Context: an optimization exercise on an open-source flow, tuned for small area and a short achievable clock period. The choices shown serve that exercise and are no tape-out recipe.
In this exercise RTL edits were held to simulation tests only and were not proved equivalent to the original.
Power is estimated from default activity; no workload was simulated.

build 25:
## bit_population_counter
module bit_population_counter #(
  parameter WIDTH                 = 256
) (
  input  logic                    clk_i,
  input  logic                    srst_i,
  input  logic [WIDTH-1:0]        data_i,
  input  logic                    data_val_i,
  output logic [$clog2(WIDTH):0]  data_o,
  output logic                    data_val_o
);
clock: 11.0 ns
lec_check: 0
cap_margin: 20
core_margin: 2
core_utilization: 65
cts_buf_list: sky130_fd_sc_hd__clkbuf_8
place_density: 0.85
slew_margin: 20
synth_hierarchical: 1
standard.sh (not shown) runs the stock make flow with config.mk's settings and CLKGATE_MAP_FILE= SYNTH_SCRIPT=/design/flow/synth_recipe.tcl, a recipe that flattens the netlist after the stock synthesis.
==> flow/flow/run.sh <==
#!/bin/bash
# The standard layout (standard.sh), with plain buf_1 cells as the port buffers and a
# small clock tree. The make output goes to standard.log; each ORFS step logs to orfs/logs/.
set -euo pipefail
export BUFFER_PORTS_ARGS="-buffer_cell sky130_fd_sc_hd__buf_1"
export CTS_ARGS="-sink_clustering_enable -repair_clock_nets -dont_use_dummy_load -buf_list sky130_fd_sc_hd__clkbuf_8"
bash standard.sh > standard.log 2>&1
### build 25 -> build 4
Settings: CORE_UTILIZATION changed from 65 to 40; PLACE_DENSITY removed (was 0.85).
### Flow results
Compared with build 25, in build 4 remaining max-slew budget at the tightest pin saw a decrease; starting density of the core saw a decrease; setup slack saw a decrease. In the flow results for build 4 and build 25, the layout overhead on the synthesized area is smaller on build 25. [compare] base=build 25 new=build 4: part of the total power dissipated in combinational logic higher, first-pass GRT wire length went up 3.5%. Final wirelength ended up 1.6% higher on build 4 than on build 25.
> inputs changed (build 4 -> build 35)
Settings: CORE_UTILIZATION changed from 40 to 65.
==> flow/flow/run.sh <==
#!/bin/bash
# The standard layout (standard.sh), with plain buf_1 cells as the port buffers and a
# small clock tree. The make output goes to standard.log; each ORFS step logs to orfs/logs/.
set -euo pipefail
export BUFFER_PORTS_ARGS="-buffer_cell sky130_fd_sc_hd__buf_1"
export CTS_ARGS="-sink_clustering_enable -repair_clock_nets -dont_use_dummy_load -buf_list sky130_fd_sc_hd__clkbuf_8"
export SETUP_SLACK_MARGIN=5.6
export SETUP_MOVE_SEQUENCE=swap
bash standard.sh > standard.log 2>&1
[summary]
In build 35, die outline width is lower than in build 4.
Build 35 vs build 4 — routability congestion estimate dropped 0.59%.
Build 4 → build 35: share of the clock period used by the worst path fell by 0.58 points, site row count lost 9.
Build 35 has more setup slack than build 4.
Non-clock buffer share of cell area across build 35 and build 4: no real change.
Here is what was changed in the inputs of build 27 compared with build 35.
Settings: changing CORE_UTILIZATION from 65 to 75.
==> flow/flow/run.sh <==
#!/bin/bash
# The standard layout (standard.sh), with plain buf_1 cells as the port buffers and a
# small clock tree. The make output goes to standard.log; each ORFS step logs to orfs/logs/.
set -euo pipefail
export BUFFER_PORTS_ARGS="-buffer_cell sky130_fd_sc_hd__buf_1"
export CTS_ARGS="-sink_clustering_enable -repair_clock_nets -dont_use_dummy_load -buf_list sky130_fd_sc_hd__clkbuf_8"
bash standard.sh > standard.log 2>&1
Build 27: it failed during 4_1_cts, and the tool reported DPL-0033.
Re post-detailed-placement cell area: build 35 was higher than build 27.
Number of register bits inferred by synthesis: build 27 vs build 35, no meaningful difference
On buffer levels on the longest clock path, build 35 and build 27 are neck and neck.
Taking build 35 as the reference, in build 27 post-placement worst setup slack saw a decrease; initial standard-cell utilization of the core shows an increase of 9.7 points; die height saw a decrease; synthesized cell count neither gained nor lost much; register area share after synthesis about even.
From build 35 to build 27, share of synthesized cell area in and, or, nand and nor gates did not move at all.
Delta(die width, build 27 - build 35) < 0
Relative to build 35, the routability congestion estimate measured on build 27 has increased by a few percent.
## Diff of input files: build 38 against build 27
Settings: CORE_UTILIZATION now 65, was 75.
==> run summary <==
- Build 38 ended with every stage complete and zero timing, DRC or antenna violations.
- [compare] base=build 27 new=build 38: number of rows in the core area went up; worst-case setup slack after placement went up; HPWL reported at the end of detailed placement went down.

## separate check: timing with driven ports
No port has a modelled driver above. Below, the same layouts with a new extraction and two added sets of constraints.
Step 1: set_driving_cell puts a clkbuf_16 on clk_i and a buf_2 on each other input, an assumption about the parent block.
Step 2 adds t to the input delays and takes it off the output delays; t is the mean of the earliest and latest rising clock arrival at the registers after step 1. Input paths then give back, and output paths get back, about the clock's delay inside the block.
a / b / c = ideal / step 1 / step 2; a / b = the first two.
run | t, ns | setup slack, ns | worst data-port slew with drivers (ns)
build 25 | 0.281 | 5.301 / 5.303 / 5.022 | 0.05
build 4 | 0.285 | 5.283 / 5.288 / 5.003 | 0.04
build 35 | 0.274 | 5.347 / 5.343 / 5.069 | 0.06
build 38 | 0.283 | 5.303 / 5.297 / 5.013 | 0.05
After both steps setup and hold are still met in every run listed. The setup slack of build 38, which loses most, moves by -0.006 ns with the drivers and by -0.290 ns with both steps.
